Context: an optimization exercise on an open-source flow, tuned for small area and a short achievable clock period. The choices shown serve that exercise and are no tape-out recipe.
RTL that was checked went through simulation tests only; none was proved equivalent to the original.
Power is estimated from default activity; no workload was simulated.

lane 2:
==> module fp_mul, before the edit <==
module fp_mul(clk, op1, op2, result, under, over);
input wire clk;
input wire [15:0] op1, op2;
output wire [15:0] result;
output wire under, over;
wire [13:0] bx = {2'b00, op2[10:0], 1'b0};
wire [5:0] one_d, two_d;
wire [4:0] neg_d;
genvar i;
generate for (i = 0; i < 6; i = i + 1) begin : g_booth
	assign one_d[i] = bx[2*i+1] ^ bx[2*i];
	assign two_d[i] = (bx[2*i+2] & ~bx[2*i+1] & ~bx[2*i]) | (~bx[2*i+2] & bx[2*i+1] & bx[2*i]);
	if (i < 5) begin : g_neg
		assign neg_d[i] = bx[2*i+2];
	end
end endgenerate
reg [10:0] sa;
reg [5:0] bone, btwo;
reg [4:0] bneg;
reg [4:0] e1;
reg sg1;
always @(posedge clk)
begin
	sa <= op1[10:0];
	bone <= one_d;
	btwo <= two_d;
	bneg <= neg_d;
	e1 <= {1'b0, op1[14:11]} + {1'b0, op2[14:11]} - 5'd7;
	sg1 <= op1[15] ^ op2[15];
end
wire [20:0] rx, ry;
fp1 stage1(.a(sa), .one(bone), .two(btwo), .neg(bneg), .rx(rx), .ry(ry));
wire [20:0] px = rx, py = ry;
wire [9:0] lo = {1'b0, px[8:0]} + {1'b0, py[8:0]};
wire [11:0] h0 = px[20:9] + py[20:9];
reg [11:0] h0r;
reg hc;
reg [4:0] e2;
reg sg2;
always @(posedge clk)
begin
	h0r <= h0;
	hc <= lo[9];
	e2 <= e1;
	sg2 <= sg1;
end
wire [11:0] hi = h0r + hc;
wire [20:9] s = hi;
fp2 stage2(.s(s), .e(e2), .sign(sg2), .fp_result(result), .under(under), .over(over));
endmodule
clock: 5.3 ns
lec_check: 0
cap_margin: 20
core_margin: 2
core_utilization: 40
setup_slack_margin: 1.7
slew_margin: 20
synth_hierarchical: 1
synth_minimum_keep_size: 0
standard.sh (not shown) runs the stock make flow with config.mk's settings and CLKGATE_MAP_FILE= SYNTH_SCRIPT=/design/flow/synth_recipe.tcl, a recipe that flattens the netlist after the stock synthesis.
==> flow/flow/run.sh <==
#!/bin/bash
# The standard layout (the standard.sh) with two changes: plain buf_1
# cells as the input and output port buffers instead of the ones
# buffer_ports picks, and clock tree synthesis without dummy load cells.
export BUFFER_PORTS_ARGS="-buffer_cell sky130_fd_sc_hd__buf_1"
export CTS_ARGS="-sink_clustering_enable -repair_clock_nets -buf_list sky130_fd_sc_hd__clkbuf_8 -dont_use_dummy_load"
bash standard.sh > standard.log 2>&1
Changes in lane 1 relative to lane 2:
--- a/flow/design.v
+++ b/flow/design.v
@@ -374,23 +374,25 @@
 	e1 <= {1'b0, op1[14:11]} + {1'b0, op2[14:11]} - 5'd7;
 	sg1 <= op1[15] ^ op2[15];
 end
 wire [20:0] rx, ry;
 fp1 stage1(.a(sa), .one(bone), .two(btwo), .neg(bneg), .rx(rx), .ry(ry));
 wire [20:0] px = rx, py = ry;
-wire [9:0] lo = {1'b0, px[8:0]} + {1'b0, py[8:0]};
-wire [11:0] h0 = px[20:9] + py[20:9];
-reg [11:0] h0r;
+wire [13:0] lo = {1'b0, px[12:0]} + {1'b0, py[12:0]};
+wire [7:0] h0 = px[20:13] + py[20:13];
+reg [7:0] h0r;
 reg hc;
+reg [3:0] lo2;
 reg [4:0] e2;
 reg sg2;
 always @(posedge clk)
 begin
 	h0r <= h0;
-	hc <= lo[9];
+	hc <= lo[13];
+	lo2 <= lo[12:9];
 	e2 <= e1;
 	sg2 <= sg1;
 end
-wire [11:0] hi = h0r + hc;
-wire [20:9] s = hi;
+wire [7:0] hi = h0r + hc;
+wire [20:9] s = {hi, lo2};
 fp2 stage2(.s(s), .e(e2), .sign(sg2), .fp_result(result), .under(under), .over(over));
 endmodule
Notes after the runs:
There was hardly any difference in clock transition time at the flip-flop clock pins of the worst setup and hold paths between lane 1 and lane 2.
Taking lane 2 as the reference point, the switching part of the total of lane 1 rises by 0.53 points.
Relative to lane 2, proportion of power drawn by the clock network has gone up in lane 1.
Detailed-route wire length per cell in lane 1 is 0.55 um above lane 2.
[compare] base=lane 2 new=lane 1: area of combinational cells with multiple inputs went down about 8%, non-filler instance count after layout went down 38.
Lane 2 reports its worst setup path endpoint as h0r[8]$_DFF_P_ while lane 1 reports h0r[7]$_DFF_P_.
No run of this note included a check of the RTL's function; only the layout flow was run.

* * *

Setup of lane 3:
Another version of the RTL of fp_mul (not shown whole).
Size in the first run: ~61 flip-flops, about 51 I/O pins, ~5400 µm² of cells after synthesis.
==> module fp_mul, before the edit <==
module fp_mul(clk, op1, op2, result, under, over);
input wire clk;
input wire [15:0] op1, op2;
output wire [15:0] result;
output wire under, over;
wire [13:0] bx = {2'b00, op2[10:0], 1'b0};
wire [5:0] one_d, two_d;
wire [4:0] neg_d;
genvar i;
generate for (i = 0; i < 6; i = i + 1) begin : g_booth
	assign one_d[i] = bx[2*i+1] ^ bx[2*i];
	assign two_d[i] = (bx[2*i+2] & ~bx[2*i+1] & ~bx[2*i]) | (~bx[2*i+2] & bx[2*i+1] & bx[2*i]);
	if (i < 5) begin : g_neg
		assign neg_d[i] = bx[2*i+2];
	end
end endgenerate
reg [10:0] sa;
reg [5:0] bone, btwo;
reg [4:0] bneg;
reg [4:0] e1;
reg sg1;
always @(posedge clk)
begin
	sa <= op1[10:0];
	bone <= one_d;
	btwo <= two_d;
	bneg <= neg_d;
	e1 <= {1'b0, op1[14:11]} + {1'b0, op2[14:11]} - 5'd7;
	sg1 <= op1[15] ^ op2[15];
end
wire [20:0] rx, ry;
fp1 stage1(.a(sa), .one(bone), .two(btwo), .neg(bneg), .rx(rx), .ry(ry));
wire [20:0] px = rx, py = ry;
wire [13:0] lo = {1'b0, px[12:0]} + {1'b0, py[12:0]};
wire [7:0] h0 = px[20:13] + py[20:13];
wire [8:0] h1w = {px[20:13], 1'b1} + {py[20:13], 1'b1};
wire [7:0] h1 = h1w[8:1];    
reg [7:0] h0r, h1r;
reg hc;
reg [3:0] lo2;
reg [4:0] e2;
reg sg2;
always @(posedge clk)
begin
	h0r <= h0;
	h1r <= h1;
	hc <= lo[13];
	lo2 <= lo[12:9];
	e2 <= e1;
	sg2 <= sg1;
end
wire [7:0] hi = hc ? h1r : h0r;
wire [20:9] s = {hi, lo2};
fp2 stage2(.s(s), .e(e2), .sign(sg2), .fp_result(result), .under(under), .over(over));
endmodule
clock: 5.3 ns
lec_check: 0
cap_margin: 20
core_margin: 2
core_utilization: 40
setup_slack_margin: 1.7
slew_margin: 20
synth_hierarchical: 1
synth_minimum_keep_size: 0
Scripts as last shown in full above: flow/flow/run.sh
Setup changes, lane 3 to lane 5
==> flow/design.v, changed modules only <==
module fp_mul(clk, op1, op2, result, under, over);
input wire clk;
input wire [15:0] op1, op2;
output wire [15:0] result;
output wire under, over;
wire [13:0] bx = {2'b00, op2[10:0], 1'b0};
wire [5:0] one_d, two_d;
wire [4:0] neg_d;
genvar i;
generate for (i = 0; i < 6; i = i + 1) begin : g_booth
	assign one_d[i] = bx[2*i+1] ^ bx[2*i];
	assign two_d[i] = (bx[2*i+2] & ~bx[2*i+1] & ~bx[2*i]) | (~bx[2*i+2] & bx[2*i+1] & bx[2*i]);
	if (i < 5) begin : g_neg
		assign neg_d[i] = bx[2*i+2];
	end
end endgenerate
reg [10:0] sa;
reg [5:0] bone, btwo;
reg [4:0] bneg;
reg [4:0] e1;
reg sg1;
always @(posedge clk)
begin
	sa <= op1[10:0];
	bone <= one_d;
	btwo <= two_d;
	bneg <= neg_d;
	e1 <= {1'b0, op1[14:11]} + {1'b0, op2[14:11]} - 5'd7;
	sg1 <= op1[15] ^ op2[15];
end
wire [20:0] rx, ry;
fp1 stage1(.a(sa), .one(bone), .two(btwo), .neg(bneg), .rx(rx), .ry(ry));
wire [20:0] px = rx, py = ry;
wire [14:0] lo = {1'b0, px[13:0]} + {1'b0, py[13:0]};
wire [6:0] h0 = px[20:14] + py[20:14];
reg [6:0] h0r;
reg hc;
reg [4:0] lo2;
reg [4:0] e2;
reg sg2;
always @(posedge clk)
begin
	h0r <= h0;
	hc <= lo[14];
	lo2 <= lo[13:9];
	e2 <= e1;
	sg2 <= sg1;
end
wire [6:0] hi = h0r + hc;
wire [20:9] s = {hi, lo2};
fp2 stage2(.s(s), .e(e2), .sign(sg2), .fp_result(result), .under(under), .over(over));
endmodule
--- outcome ---
Measured against lane 3, the inverter count of lane 5 comes out at 0.920 times the reference value.
Per the comparison of lane 5 with lane 3, share of cell area taken by muxes after synthesis went down, routed metal-1 wire length went down, layout buffer count excluding clock buffers went up, required time at the endpoint of the critical path went down, synthesized area went down.
Origin of the worst setup path: btwo[2]$_DFF_P_ -> lane 3, sa[5]$_DFF_P_ -> lane 5
Per the comparison of lane 5 with lane 3, H-tree depth fell 1, worst slack at placement fell 0.050 ns.
No run of this note included a check of the RTL's function; only the layout flow was run.

* * *

Starting RTL as in the previous note.
==> flow/config.mk <==
export PLATFORM = sky130hd
export DESIGN_NAME = fp_mul
export DESIGN_NICKNAME = fp_mul
export VERILOG_FILES = /design/flow/design.v
export SDC_FILE = /design/flow/constraint.sdc
export NUM_CORES = 4
export LEC_CHECK = 0
export ABC_CLOCK_PERIOD_IN_PS = 1500
export CAP_MARGIN = 20
export CORE_MARGIN = 2
export CORE_UTILIZATION = 40
export SLEW_MARGIN = 20
export SYNTH_HIERARCHICAL = 1
export SYNTH_MINIMUM_KEEP_SIZE = 0
==> flow/constraint.sdc <==
create_clock -name core_clock -period 5.3 [get_ports {clk}]
set_input_delay 1.0600 -clock core_clock [delete_from_list [all_inputs] [get_ports {clk}]]
set_output_delay 1.0600 -clock core_clock [all_outputs]
set_load 0.01 [all_outputs]
Scripts as last shown in full above: flow/flow/run.sh
Next try:
--- a/flow/design.v
+++ b/flow/design.v
@@ -377,25 +377,22 @@
 wire [20:0] rx, ry;
 fp1 stage1(.a(sa), .one(bone), .two(btwo), .neg(bneg), .rx(rx), .ry(ry));
 wire [20:0] px = rx, py = ry;
-wire [13:0] lo = {1'b0, px[12:0]} + {1'b0, py[12:0]};
-wire [7:0] h0 = px[20:13] + py[20:13];
-wire [8:0] h1w = {px[20:13], 1'b1} + {py[20:13], 1'b1};
-wire [7:0] h1 = h1w[8:1];    
-reg [7:0] h0r, h1r;
+wire [15:0] lo = {1'b0, px[14:0]} + {1'b0, py[14:0]};
+reg [5:0] hx, hy;
 reg hc;
-reg [3:0] lo2;
+reg [5:0] lo2;
 reg [4:0] e2;
 reg sg2;
 always @(posedge clk)
 begin
-	h0r <= h0;
-	h1r <= h1;
-	hc <= lo[13];
-	lo2 <= lo[12:9];
+	hx <= px[20:15];
+	hy <= py[20:15];
+	hc <= lo[15];
+	lo2 <= lo[14:9];
 	e2 <= e1;
 	sg2 <= sg1;
 end
-wire [7:0] hi = hc ? h1r : h0r;
+wire [5:0] hi = hx + hy + hc;
 wire [20:9] s = {hi, lo2};
 fp2 stage2(.s(s), .e(e2), .sign(sg2), .fp_result(result), .under(under), .over(over));
 endmodule
The new run finished with timing, DRC and antenna clean.
Synthesized cell count is lower by 1.2%.
Combinational power came out higher by about 4%.
Via count stays flat.
Wire length fell by 2.1%.
Setup slack is worse by 0.0047 ns.
Design area shrinks by 2.2%.
Die area goes down by 2.4%.
Non-clock buffer count came out higher by 1.
Final cell count shrinks by 0.91%.
For the first run of this note, only the layout was checked, not whether the RTL still works.

* * *

Another version of the RTL of fp_mul (not shown whole).
==> flow/config.mk <==
export PLATFORM = sky130hd
export DESIGN_NAME = fp_mul
export DESIGN_NICKNAME = fp_mul
export VERILOG_FILES = /design/flow/design.v
export SDC_FILE = /design/flow/constraint.sdc
export NUM_CORES = 4
export LEC_CHECK = 0
export CAP_MARGIN = 20
export CORE_MARGIN = 2
export CORE_UTILIZATION = 40
export SETUP_SLACK_MARGIN = 2.0
export SLEW_MARGIN = 20
export SYNTH_HIERARCHICAL = 1
export SYNTH_MINIMUM_KEEP_SIZE = 0
export TNS_END_PERCENT = 10
==> flow/constraint.sdc <==
create_clock -name core_clock -period 5.3 [get_ports {clk}]
set_input_delay 1.0600 -clock core_clock [delete_from_list [all_inputs] [get_ports {clk}]]
set_output_delay 1.0600 -clock core_clock [all_outputs]
set_load 0.01 [all_outputs]
==> flow/flow/run.sh <==
#!/bin/bash
# The standard layout (the standard.sh) with changes: plain buf_1
# cells as the input and output port buffers instead of the ones
# buffer_ports picks, clock tree synthesis without dummy load cells,
# and the ORFS settings below.
export BUFFER_PORTS_ARGS="-buffer_cell sky130_fd_sc_hd__buf_1"
export CTS_ARGS="-sink_clustering_enable -repair_clock_nets -buf_list sky130_fd_sc_hd__clkbuf_8 -dont_use_dummy_load"
export SETUP_MOVE_SEQUENCE="unbuffer,sizeup,swap"
bash standard.sh > standard.log 2>&1
Then changed:
--- a/flow/design.v
+++ b/flow/design.v
@@ -443,41 +443,39 @@
 xr_c u_q51(.a(px[17]), .b(py[17]), .y(q51));
 xr_c u_q52(.a(px[18]), .b(py[18]), .y(q52));
 xr_c u_q53(.a(px[19]), .b(py[19]), .y(q53));
 xr_c u_q54(.a(px[20]), .b(py[20]), .y(q54));
 wire [3:0] bs2 = {q54 ^ q47, q53 ^ q43, q52 ^ q50, q51};
 assign q49 = q51 & q52 & q53;
 reg hc;
 reg [3:0] bs0r;
-reg bg0;
-reg bp0;
 reg [3:0] bs1r;
 reg bg1;
 reg bp1;
 reg [3:0] bs2r;
 reg bt;
+reg c1r;
 reg [4:0] e2;
 reg sg2;
 always @(posedge clk)
 begin
 	hc <= q18;
 	bs0r <= bs0;
-	bg0 <= q24;
-	bp0 <= q25;
 	bs1r <= bs1;
 	bg1 <= q36;
 	bp1 <= q37;
 	bs2r <= bs2;
 	bt <= q49;
+	c1r <= q24 | (q25 & q18);
 	e2 <= e1;
 	sg2 <= sg1;
 end
 wire c0 = hc;
-wire c1 = bg0 | (bp0 & c0);
+wire c1 = c1r;
 wire c2 = bg1 | (bp1 & c1);
 wire [3:0] bi0 = bs0r + c0;
 wire [3:0] bi1 = bs1r + c1;
 wire [3:0] bi2 = bs2r + c2;
 wire s20 = bs2r[3] ^ (c2 & bt);
 wire [20:9] s = {s20, bi2[2:0], bi1, bi0};
 fp2 stage2(.s(s), .e(e2), .sign(sg2), .fp_result(result), .under(under), .over(over));
 endmodule
After rerunning:
- The new run went through all stages and came out clean
- die area is lower slightly
- area after synthesis shrinks slightly
- maximum frequency went down slightly
- clock power stays flat
- synthesized cell count came out lower slightly
- sequential cell count came out lower by 1
- worst hold slack got worse by 0.0046 ns
The RTL of the second run of this note was laid out without a check of its function.

* * *

fp_mul, a different RTL version from the one above (not shown whole).
Size in the first run: roughly 510 cells after synthesis, ~59 flip-flops, roughly 0.0055 mm² of cells after synthesis.
==> module fp_mul, before the edit <==
module fp_mul(clk, op1, op2, result, under, over);
input wire clk;
input wire [15:0] op1, op2;
output wire [15:0] result;
output wire under, over;
wire [13:0] bx = {2'b00, op2[10:0], 1'b0};
wire [5:0] one_d, two_d;
wire [4:0] neg_d;
genvar i;
generate for (i = 0; i < 6; i = i + 1) begin : g_booth
	assign one_d[i] = bx[2*i+1] ^ bx[2*i];
	assign two_d[i] = (bx[2*i+2] & ~bx[2*i+1] & ~bx[2*i]) | (~bx[2*i+2] & bx[2*i+1] & bx[2*i]);
	if (i < 5) begin : g_neg
		assign neg_d[i] = bx[2*i+2];
	end
end endgenerate
reg [10:0] sa;
reg [5:0] bone, btwo;
reg [4:0] bneg;
reg [4:0] e1;
reg sg1;
always @(posedge clk)
begin
	sa <= op1[10:0];
	bone <= one_d;
	btwo <= two_d;
	bneg <= neg_d;
	e1 <= {1'b0, op1[14:11]} + {1'b0, op2[14:11]} - 5'd7;
	sg1 <= op1[15] ^ op2[15];
end
wire [20:0] rx, ry;
fp1 stage1(.a(sa), .one(bone), .two(btwo), .neg(bneg), .rx(rx), .ry(ry));
wire [20:0] px = rx, py = ry;
wire [15:0] lo = {1'b0, px[14:0]} + {1'b0, py[14:0]};
reg [5:0] hx, hy;
reg hc;
reg [5:0] lo2;
reg [4:0] e2;
reg sg2;
always @(posedge clk)
begin
	hx <= px[20:15];
	hy <= py[20:15];
	hc <= lo[15];
	lo2 <= lo[14:9];
	e2 <= e1;
	sg2 <= sg1;
end
wire [5:0] hi = hx + hy + hc;
wire [20:9] s = {hi, lo2};
fp2 stage2(.s(s), .e(e2), .sign(sg2), .fp_result(result), .under(under), .over(over));
endmodule
clock: 5.3 ns
lec_check: 0
cap_margin: 20
core_margin: 2
core_utilization: 40
cts_buf_list: sky130_fd_sc_hd__clkbuf_8
slew_margin: 20
synth_hierarchical: 1
synth_minimum_keep_size: 0
==> flow/flow/run.sh <==
#!/bin/bash
# The standard layout (the standard.sh), with plain buf_1 cells as the
# input and output port buffers instead of the ones buffer_ports picks.
export BUFFER_PORTS_ARGS="-buffer_cell sky130_fd_sc_hd__buf_1"
bash standard.sh > standard.log 2>&1
Rerun with:
--- a/flow/design.v
+++ b/flow/design.v
@@ -378,24 +378,24 @@
 	sg1 <= op1[15] ^ op2[15];
 end
 wire [20:0] rx, ry;
 fp1 stage1(.a(sa), .one(bone), .two(btwo), .neg(bneg), .rx(rx), .ry(ry));
 wire [20:0] px = rx, py = ry;
-wire [15:0] lo = {1'b0, px[14:0]} + {1'b0, py[14:0]};
-reg [5:0] hx, hy;
+wire [13:0] lo = {1'b0, px[12:0]} + {1'b0, py[12:0]};
+reg [7:0] hx, hy;
 reg hc;
-reg [5:0] lo2;
+reg [3:0] lo2;
 reg [4:0] e2;
 reg sg2;
 always @(posedge clk)
 begin
-	hx <= px[20:15];
-	hy <= py[20:15];
-	hc <= lo[15];
-	lo2 <= lo[14:9];
+	hx <= px[20:13];
+	hy <= py[20:13];
+	hc <= lo[13];
+	lo2 <= lo[12:9];
 	e2 <= e1;
 	sg2 <= sg1;
 end
-wire [5:0] hi = hx + hy + hc;
+wire [7:0] hi = hx + hy + hc;
 wire [20:9] s = {hi, lo2};
 fp2 stage2(.s(s), .e(e2), .sign(sg2), .fp_result(result), .under(under), .over(over));
 endmodule
Result: The changed run produced a clean layout; non-clock buffer count increases by 6; die area went down by a few percent; flip-flop and latch count grows by 2; synthesized cell count shrinks by a few percent; final area came out lower slightly; via count goes down by a few percent; critical path depth is higher by 1; global-route usage is about the same.
No functional check of the RTL was part of any run of this note.

-- afterwards: timing with drivers on the ports --
The results above use ideal ports. As a check the final layouts listed here were re-extracted and re-timed, cells and wires unchanged. Step 1 assumes that a clkbuf_16 drives the clock port and a buf_2 every other input. Step 2 times the ports against the registers' clock, not the clock port: input delays grow and output delays shrink by t, the midpoint of the rising clock arrivals with the driver on. Slacks: no drivers / after step 1 / after step 2; pairs: no drivers / after step 1.
| run | t, ns | slack for setup (ns) | hold slack, ns | latest minus earliest clock arrival (ns) |
|---|---|---|---|---|
| lane 2 | 0.326 | 1.592 / 1.592 / 1.592 | 0.332 / 0.332 / 0.332 | 0.022 / 0.022 |
| lane 1 | 0.332 | 1.785 / 1.785 / 1.785 | 0.332 / 0.332 / 0.332 | 0.022 / 0.022 |
| lane 3 | 0.369 | 1.877 / 1.877 / 1.877 | 0.326 / 0.326 / 0.326 | 0.018 / 0.018 |
| lane 5 | 0.325 | 1.799 / 1.799 / 1.799 | 0.329 / 0.329 / 0.329 | 0.017 / 0.017 |
| the first run of note 3 | 0.367 | 1.458 / 1.458 / 1.458 | 0.326 / 0.326 / 0.326 | 0.019 / 0.019 |
| the second run of note 3 | 0.364 | 1.453 / 1.442 / 1.453 | 0.323 / 0.323 / 0.323 | 0.021 / 0.020 |
| the first run of note 4 | 0.343 | 2.116 / 2.116 / 2.116 | 0.326 / 0.326 / 0.326 | 0.013 / 0.013 |
| the second run of note 4 | 0.348 | 2.074 / 2.074 / 2.074 | 0.321 / 0.321 / 0.321 | 0.020 / 0.020 |
| the first run of note 5 | 0.393 | 1.440 / 1.431 / 1.440 | 0.327 / 0.327 / 0.327 | 0.012 / 0.011 |
| the second run of note 5 | 0.385 | 0.937 / 0.903 / 1.255 | 0.328 / 0.328 / 0.328 | 0.011 / 0.011 |
After both steps every run listed still meets setup and hold.
